From an optimization exercise on the open Yosys and OpenROAD flow, aimed at small area, a short achievable clock period and few clock cycles; shortcuts taken in it are not production practice. Function was checked by simulation only, so behaviour that the tests miss may differ from the original. Power figures rest on the tool's default switching activity, not on a simulated workload.

== wip/maple ==
## LASER
module LASER (
    input CLK,
    input RST,
    input  [3:0] X,
    input  [3:0] Y,
    output [3:0] C1X,
    output [3:0] C1Y,
    output [3:0] C2X,
    output [3:0] C2Y,
    output reg DONE
);
reg        scan;           
reg  [5:0] cnt;            
reg  [3:0] ph;             
reg  [3:0] icnt;           
reg        isid;           
reg  [3:0] r0;             
reg  [7:0] Fm;             
reg        pv;             
reg        role;           
reg  [7:0] C1r, C2r;       
wire [7:0] A = role ? C2r : C1r;
wire [7:0] F = role ? C1r : C2r;
wire       read_last = ~scan & (cnt == 6'd40);    
reg  [5:0] best_val;
reg  [7:0] best_pos;
reg  [5:0] mcur;           
reg        eqA;            
wire       stop;           
wire       flush  = RST | stop;
reg        RSTr;           
wire       clr    = RSTr | DONE;   
reg  [15:0] B [0:15];
reg  [3:0]  Xr, Yr;        
reg         pt;            
wire [3:0]  yrow = Yr - ph - 4'd1;     
integer i;
always @(posedge CLK) begin
    RSTr <= RST;
    Xr <= X;
    Yr <= Y;
    pt <= ~RST & ~scan & (cnt != 6'd40);
    for (i = 0; i < 16; i = i + 1) begin
  ...
export LEC_CHECK = 0
export ABC_AREA = 1
export CAP_MARGIN = 20
export CORE_MARGIN = 2
export CORE_UTILIZATION = 40
export CTS_CLUSTER_DIAMETER = 100
export CTS_CLUSTER_SIZE = 20
export SLEW_MARGIN = 20
export SETUP_SLACK_MARGIN = 7.5
create_clock -name core_clock -period 11.0 [get_ports {CLK}]
standard.sh (not shown) runs the stock make flow with config.mk's settings and CLKGATE_MAP_FILE= SYNTH_SCRIPT=/design/flow/synth_recipe.tcl, a recipe that flattens the netlist after the stock synthesis.
==> flow/flow/run.sh <==
#!/bin/bash
set -e
cp standard.sh standard.sh.log.txt 2>/dev/null || true
sed -i 's/^export SETUP_SLACK_MARGIN.*$//' config.mk
echo "export SETUP_SLACK_MARGIN = ${MARGIN:-7.5}" >> config.mk
bash standard.sh > standard.log 2>&1
wip/maple completed; timing, DRC and antenna clean
Testbench counts of wip/maple, summed over its fixed seeds: cycles 12,021.
[inputs] wip/quartz vs wip/maple
Settings: SETUP_SLACK_MARGIN: 7.5 -> 7.8.
--- a/flow/flow/run.sh
+++ b/flow/flow/run.sh
@@ -5 +5 @@
-echo "export SETUP_SLACK_MARGIN = ${MARGIN:-7.5}" >> config.mk
+echo "export SETUP_SLACK_MARGIN = ${MARGIN:-7.8}" >> config.mk
Notes after the runs:
wip/quartz vs. wip/maple: minimum setup slack in the final design went up by 0.12 ns.
Diff wip/quartz and wip/maple: worst endpoint data arrival time higher in wip/maple
Measured against each other, wip/quartz and wip/maple differ in total power consumption of the routed design, the higher figure coming from wip/quartz.
wip/maple → wip/quartz: routed length per instance shows an increase of 0.92 um, violation count after the first detailed-routing iteration climbed 67, maximum frequency went up by 10 MHz, clock power barely changed, design area shows an increase of about 7%.
Comparing wip/quartz and wip/maple, non-clock buffer total of the final layout is lower on wip/maple.
#### Input delta (wip/yarrow over wip/quartz)
Settings: swapping 7.8 for 7.7 in SETUP_SLACK_MARGIN.
--- a/flow/flow/run.sh
+++ b/flow/flow/run.sh
@@ -5 +5 @@
-echo "export SETUP_SLACK_MARGIN = ${MARGIN:-7.8}" >> config.mk
+echo "export SETUP_SLACK_MARGIN = ${MARGIN:-7.7}" >> config.mk
## What came out
wip/yarrow vs wip/quartz: ratio of cells with drive above 1 in the final layout down in wip/yarrow
Total power across wip/yarrow and wip/quartz: no real change.
When wip/yarrow is set beside wip/quartz, its count of clock-buffer cells in the layout turns out to be 2.2% larger.
Compared with wip/quartz, in wip/yarrow multi-input logic cell count closely matched the old numbers; post-route minimum period went down by 0.040 ns.
Portion of total power attributed to combinational logic for wip/yarrow: 0.9 points down relative to wip/quartz
Diff wip/quartz -> wip/yarrow: CTS buffer count down about 2.4%, cell area went down 3.6%, buffer count from post-CTS setup fixing went down by 44%, worst setup margin went up 0.040 ns, critical path's largest stage delay higher.
Setup changes, wip/yarrow to wip/zinc
Settings: swapping 20 for 10 in SLEW_MARGIN; swapping 20 for 10 in CAP_MARGIN.
### Flow results
wip/yarrow → wip/zinc: cell count has increased; global-route usage held; DRC violation total after the first TritonRoute iteration picked up an extra 103. Timing endpoint of the critical path: cov_r[11][4] -> wip/zinc, cov_r[5][4] -> wip/yarrow.

* * *

Another version of the RTL of LASER (not shown whole).
For scale: roughly 3900 cells after synthesis, ~650 flip-flops, ~27 I/O pins, ~37000 um2 of cells after synthesis.
export LEC_CHECK = 0
export CAP_MARGIN = 20
export CORE_MARGIN = 2
export CORE_UTILIZATION = 40
export SLEW_MARGIN = 20
export SETUP_SLACK_MARGIN = 7
export BUFFER_PORTS_ARGS = -buffer_cell sky130_fd_sc_hd__buf_2
create_clock -name core_clock -period 11.0 [get_ports {CLK}]
==> flow/flow/run.sh <==
#!/bin/bash
set -e
sed -i 's/^export SETUP_SLACK_MARGIN.*$//' config.mk
echo "export SETUP_SLACK_MARGIN = 7" >> config.mk
echo "export BUFFER_PORTS_ARGS = -buffer_cell sky130_fd_sc_hd__buf_2" >> config.mk
bash standard.sh > standard.log 2>&1
The baseline finished with timing, DRC and antenna clean.
Testbench counts at the start, summed over its fixed seeds: cycles 12,021.
Rerun with:
==> flow/flow/run.sh (replaced) <==
#!/bin/bash
set -e
cp standard.sh standard.sh.log.txt 2>/dev/null || true
sed -i 's/^export SETUP_SLACK_MARGIN.*$//' config.mk
echo "export SETUP_SLACK_MARGIN = ${MARGIN:-7.5}" >> config.mk
bash standard.sh > standard.log 2>&1
- ABC_AREA: unset -> 1
- BUFFER_PORTS_ARGS: -buffer_cell sky130_fd_sc_hd__buf_2 -> unset
- SETUP_SLACK_MARGIN: 7 -> 7.5
Result: Clock-buffer cell count climbs by 1. Setup slack is better by 0.49 ns. Hold slack stays flat. Total power climbs by about 5.3%. Non-clock buffer count climbs by 17. Via count climbs by 4.1%. Wire length climbs by about 0.5%. Cell area climbs by about 1.3%. Cell count climbs by 9.6%. Combinational power climbs by 50%.
Rerun with:
==> flow/flow/run.sh (replaced) <==
#!/bin/bash
set -e
cp standard.sh standard.sh.log.txt 2>/dev/null || true
sed -i 's/^export SETUP_SLACK_MARGIN.*$//' config.mk
echo "export SETUP_SLACK_MARGIN = ${MARGIN:-7}" >> config.mk
bash standard.sh > standard.log 2>&1
- ABC_AREA: 1 -> unset
- CTS_BUF_LIST: unset -> sky130_fd_sc_hd__clkbuf_4
- SETUP_SLACK_MARGIN: 7.5 -> 7
Critical path depth decreases by 3.
Wire length is about the same.
Cell count decreases by 6.0%.
Rerun with:
- CTS_BUF_LIST: sky130_fd_sc_hd__clkbuf_4 -> unset
Effect: The changed run completed with no timing, DRC or antenna violations; first-iteration DRC count went up slightly; sequential power is about the same; power went up by a few percent; register-to-register slack improved by 0.05 ns; worst setup slack improved by 0.026 ns; wire length went down slightly; area after synthesis does not change; cell area went up slightly.

==> afterwards: timing with drivers on the ports <==
How much do the figures lean on ideal ports? The routed layouts below were timed once more, with nothing changed but the port constraints.
Step 1 (the two cells are an assumption about what drives the block):
set clk [get_ports {CLK}]
set_driving_cell -lib_cell sky130_fd_sc_hd__clkbuf_16 $clk
set_driving_cell -lib_cell sky130_fd_sc_hd__buf_2 [delete_from_list [all_inputs] $clk]
Step 2 adds t to the input delays and takes it off the output delays; t is the mean of the earliest and latest rising clock arrival at the registers after step 1. Input paths then give back, and output paths get back, about the clock's delay inside the block.
a / b / c = ideal / step 1 / step 2; a / b = the first two.
run	t (ns)	setup WS [ns]	clock arrival spread, ns	pins driven straight from the clock port
wip/maple	0.663	7.507 / 7.469 / 7.128	0.043 / 0.042	1
wip/quartz	0.685	7.629 / 7.629 / 7.329	0.070 / 0.070	1
wip/yarrow	0.664	7.669 / 7.664 / 7.315	0.053 / 0.054	1
wip/zinc	0.667	7.602 / 7.602 / 7.306	0.035 / 0.036	1
the first run of note 2	0.692	6.974 / 6.974 / 6.974	0.029 / 0.029	1
the second run of note 2	0.688	7.466 / 7.466 / 7.268	0.040 / 0.040	1
the third run of note 2	1.067	7.004 / 7.004 / 7.004	0.108 / 0.108	1
the fourth run of note 2	0.699	7.030 / 6.967 / 7.052	0.027 / 0.027	1
After both steps setup and hold are still met in every run listed. The setup slack of wip/maple, which loses most, moves by -0.038 ns with the drivers and by -0.379 ns with both steps.
